From an optimization exercise on the open Yosys and OpenROAD flow, aimed at small area and a short achievable clock period; shortcuts taken in it are not production practice.
Where RTL was checked, it was by simulation tests only, not by an equivalence proof against the original.

JK:
## pipelined_iir
module pipelined_iir(clk, reset, x, y);
  input wire clk, reset;
  input wire signed [31:0] x;
  output wire signed [31:0] y;
  reg [31:0] xr;    
  reg [43:0] qr;    
  reg [45:0] rq3;    
  reg [34:0] rx5;    
  wire [63:0] t;
  wire [43:0] q = t[63:20];
  reg [63:0] w11;   
  reg [4:0] wc11;  
  reg [63:0] w10;   
  reg [4:0] wc10;  
  reg [63:0] w9;   
  reg [4:0] wc9;  
  reg [63:0] w8;   
  reg [4:0] wc8;  
  reg [63:0] w7;   
  reg [4:0] wc7;  
  reg [63:0] w6;   
  reg [4:0] wc6;  
  reg [63:0] w5;   
  reg [4:0] wc5;  
  reg [63:0] w4;   
  reg [4:0] wc4;  
  reg [63:0] w3;   
  reg [4:0] wc3;  
  reg [63:0] w2;   
  reg [4:0] wc2;  
  reg [63:0] s1;    
  wire n1 = q[1] ^ q[0];
  wire n2 = q[2] ^ q[1];
  wire n3 = q[3] ^ q[2];
  wire n4 = q[4] ^ q[3];
  wire n5 = q[5] ^ q[4];
  wire n6 = q[6] ^ q[5];
  wire n7 = q[7] ^ q[6];
  wire n8 = q[8] ^ q[7];
  wire n9 = q[9] ^ q[8];
  wire n10 = q[10] ^ q[9];
  wire n11 = q[11] ^ q[10];
  wire n12 = q[12] ^ q[11];
  wire n13 = q[13] ^ q[12];
  wire n14 = q[14] ^ q[13];
  wire n15 = q[15] ^ q[14];
  wire n16 = q[16] ^ q[15];
  wire n17 = q[17] ^ q[16];
  wire n18 = q[18] ^ q[17];
  wire n19 = q[19] ^ q[18];
  wire n20 = q[20] ^ q[19];
  wire n21 = q[21] ^ q[20];
  wire n22 = q[22] ^ q[21];
  wire n23 = q[23] ^ q[22];
  wire n24 = q[24] ^ q[23];
  wire n25 = q[25] ^ q[24];
  wire n26 = q[26] ^ q[25];
  wire n27 = q[27] ^ q[26];
  wire n28 = q[28] ^ q[27];
  wire n29 = q[29] ^ q[28];
  wire n30 = q[30] ^ q[29];
  wire n31 = q[31] ^ q[30];
  wire n32 = q[32] ^ q[31];
  wire n33 = q[33] ^ q[32];
  wire n34 = q[34] ^ q[33];
  wire n35 = q[35] ^ q[34];
  wire n36 = q[36] ^ q[35];
  wire n37 = q[37] ^ q[36];
  wire n38 = q[38] ^ q[37];
  wire n39 = q[39] ^ q[38];
  wire n40 = q[40] ^ q[39];
  wire n41 = q[41] ^ q[40];
  wire n42 = q[42] ^ q[41];
  wire n43 = q[43] ^ q[42];
  wire n44 = q[43] ^ q[43];
  wire n45 = q[43] ^ q[43];
  wire n46 = q[1] & q[0];
  wire n47 = q[2] & q[1];
  wire n48 = q[3] & q[2];
  wire n49 = q[4] & q[3];
  wire n50 = q[5] & q[4];
  wire n51 = q[6] & q[5];
  wire n52 = q[7] & q[6];
  wire n53 = q[8] & q[7];
  wire n54 = q[9] & q[8];
  wire n55 = q[10] & q[9];
  wire n56 = q[11] & q[10];
  wire n57 = q[12] & q[11];
  ...
export LEC_CHECK = 0
export CAP_MARGIN = 40
export CORE_MARGIN = 2
export CORE_UTILIZATION = 60
export PLACE_DENSITY = 0.8
export SLEW_MARGIN = 40
export SYNTH_HIERARCHICAL = 1
export SYNTH_MINIMUM_KEEP_SIZE = 0
export TNS_END_PERCENT = 0
create_clock -name core_clock -period 32.0 [get_ports {clk}]
standard.sh (not shown) runs the stock make flow with config.mk's settings and CLKGATE_MAP_FILE= SYNTH_SCRIPT=/design/flow/synth_recipe.tcl, a recipe that flattens the netlist after the stock synthesis.
==> flow/flow/run.sh <==
#!/bin/bash
set -euo pipefail
export SETUP_SLACK_MARGIN=16
bash standard.sh MATCH_CELL_FOOTPRINT=0 IO_CONSTRAINTS=$PWD/flow/io.tcl  finish > standard.log 2>&1
==> flow/flow/io.tcl <==
# data pins in one ordered group on the bottom edge: y[i] next to the x bits that feed it most
set_io_pin_constraint -group -order -region bottom:* -pin_names {x[0] x[1] x[2] x[3] x[4] x[5] x[6] x[7] x[8] x[9] x[10] y[0] x[11] y[1] x[12] y[2] x[13] y[3] x[14] y[4] x[15] y[5] x[16] y[6] x[17] y[7] x[18] y[8] x[19] y[9] x[20] y[10] x[21] y[11] x[22] y[12] x[23] y[13] x[24] y[14] x[25] y[15] x[26] y[16] x[27] y[17] x[28] y[18] x[29] y[19] x[30] y[20] x[31] y[21] y[22] y[23] y[24] y[25] y[26] y[27] y[28] y[29] y[30] y[31]}
Modified inputs, MS compared to JK
==> flow/flow/run.sh <==
#!/bin/bash
set -euo pipefail
export SETUP_SLACK_MARGIN=16
bash standard.sh MATCH_CELL_FOOTPRINT=0 IO_CONSTRAINTS=$PWD/flow/io.tcl finish > standard.log 2>&1
==> comparison <==
Taking JK as the reference, in MS accumulated negative setup slack held; maximum clock skew at final layout held; sequential cell count held. Re number of levels the H-tree was split into: no difference whatsoever between JK and MS. Re antenna diode count: no difference whatsoever between MS and JK. Comparing MS against JK, there is no change at all in area overhead of the layout relative to synthesis.

========
Setup of orange:
pipelined_iir, a different RTL version from the one above (not shown whole).
Size: about 11000 cells after synthesis, roughly 830 flip-flops.
clock: 32.0 ns
lec_check: 0
cap_margin: 40
core_margin: 2
core_utilization: 60
place_density: 0.8
slew_margin: 40
synth_hierarchical: 1
synth_minimum_keep_size: 0
tns_end_percent: 0
==> flow/flow/run.sh <==
#!/bin/bash
set -euo pipefail
export SETUP_SLACK_MARGIN=16
bash standard.sh MATCH_CELL_FOOTPRINT=0   finish > standard.log 2>&1
diff inputs: orange => purple
==> flow/flow/run.sh <==
#!/bin/bash
set -euo pipefail
export SETUP_SLACK_MARGIN=17
bash standard.sh MATCH_CELL_FOOTPRINT=0 IO_CONSTRAINTS=$PWD/flow/io.tcl  finish > standard.log 2>&1
==> flow/flow/io.tcl (new file) <==
# data pins in one ordered group on the bottom edge: y[i] next to the x bits that feed it most
set_io_pin_constraint -group -order -region bottom:* -pin_names {x[0] x[1] x[2] x[3] x[4] x[5] x[6] x[7] x[8] x[9] x[10] y[0] x[11] y[1] x[12] y[2] x[13] y[3] x[14] y[4] x[15] y[5] x[16] y[6] x[17] y[7] x[18] y[8] x[19] y[9] x[20] y[10] x[21] y[11] x[22] y[12] x[23] y[13] x[24] y[14] x[25] y[15] x[26] y[16] x[27] y[17] x[28] y[18] x[29] y[19] x[30] y[20] x[31] y[21] y[22] y[23] y[24] y[25] y[26] y[27] y[28] y[29] y[30] y[31]}
Results
purple | stages: all done | timing, DRC, antenna: all pass
[compare] base=orange new=purple: number of post-CTS setup repair buffers grew by 1; depth of the critical timing path with buffers and inverters included shrank by 1; number of buffer and inverter instances along the worst setup path shrank by 1; total number of nets in the final design held steady.
Going from orange to purple, ratio of final minimum period to clock period lower, count of clock-buffer cells in the layout moved up.
Of the two values seen for startpoint of the worst setup timing path, x[27] was produced by purple and x[11] by orange.
No functional check of the RTL was part of any run of this note.

========
Setup of v6:
pipelined_iir, a different RTL version from the one above (not shown whole).
Size in the first run: ~11000 cells after synthesis, roughly 830 flip-flops, roughly 66 I/O pins.
export LEC_CHECK = 0
export CAP_MARGIN = 40
export CORE_MARGIN = 2
export CORE_UTILIZATION = 70
export PLACE_DENSITY = 0.8
export SLEW_MARGIN = 40
export SYNTH_HIERARCHICAL = 1
export SYNTH_MINIMUM_KEEP_SIZE = 0
create_clock -name core_clock -period 32.0 [get_ports {clk}]
==> flow/flow/run.sh <==
#!/bin/bash
set -euo pipefail
export SETUP_SLACK_MARGIN=16
bash standard.sh MATCH_CELL_FOOTPRINT=0 finish > standard.log 2>&1
Modified inputs, v7 compared to v6
Settings: CORE_UTILIZATION changed from 70 to 60.
Notes after the runs:
Per the comparison of v7 with v6, number of fillers in the final layout now larger; highest attainable clock frequency now smaller; average detailed-routed wire length per instance went down about 3.6%; layout clock buffer count climbed 0.64%; utilization after layout dropped 11 points. Diff v6 -> v7: setup slack down 0.10 ns, final critical path time including I/O delays and setup up 0.10 ns, DRC marker count from the first detailed-route iteration down 1409, number of hold-repair buffers added at the cts stage flat. Global-route usage ended up 9.2 points lower on v7 than on v6.
No run of this note included a check of the RTL's function; only the layout flow was run.

[static timing again, ports no longer ideal]
Ports are ideal in the flow. The routed layouts listed here were re-timed in OpenROAD.
Step 1, drivers: a clkbuf_16 drives clk and a buf_2 each remaining input, both assumed.
Step 2 adds t to the input delays and takes it off the output delays; t is the mean of the earliest and latest rising clock arrival at the registers after step 1. Input paths then give back, and output paths get back, about the clock's delay inside the block.
a / b / c = ideal / step 1 / step 2; a / b = the first two.
run	t (ns)	setup WS [ns]	worst setup path after step 2	pins driven straight from the clock port
JK	0.965	15.571 / 15.523 / 14.882	input to register	1
MS	0.965	15.571 / 15.523 / 14.882	input to register	1
orange	0.954	15.166 / 15.106 / 15.106	input to output	1
purple	0.961	15.274 / 15.217 / 15.217	input to output	1
v6	0.943	15.178 / 15.094 / 15.094	input to output	1
v7	0.961	15.077 / 15.005 / 15.005	input to output	1
After both steps setup and hold are still met in every run listed.
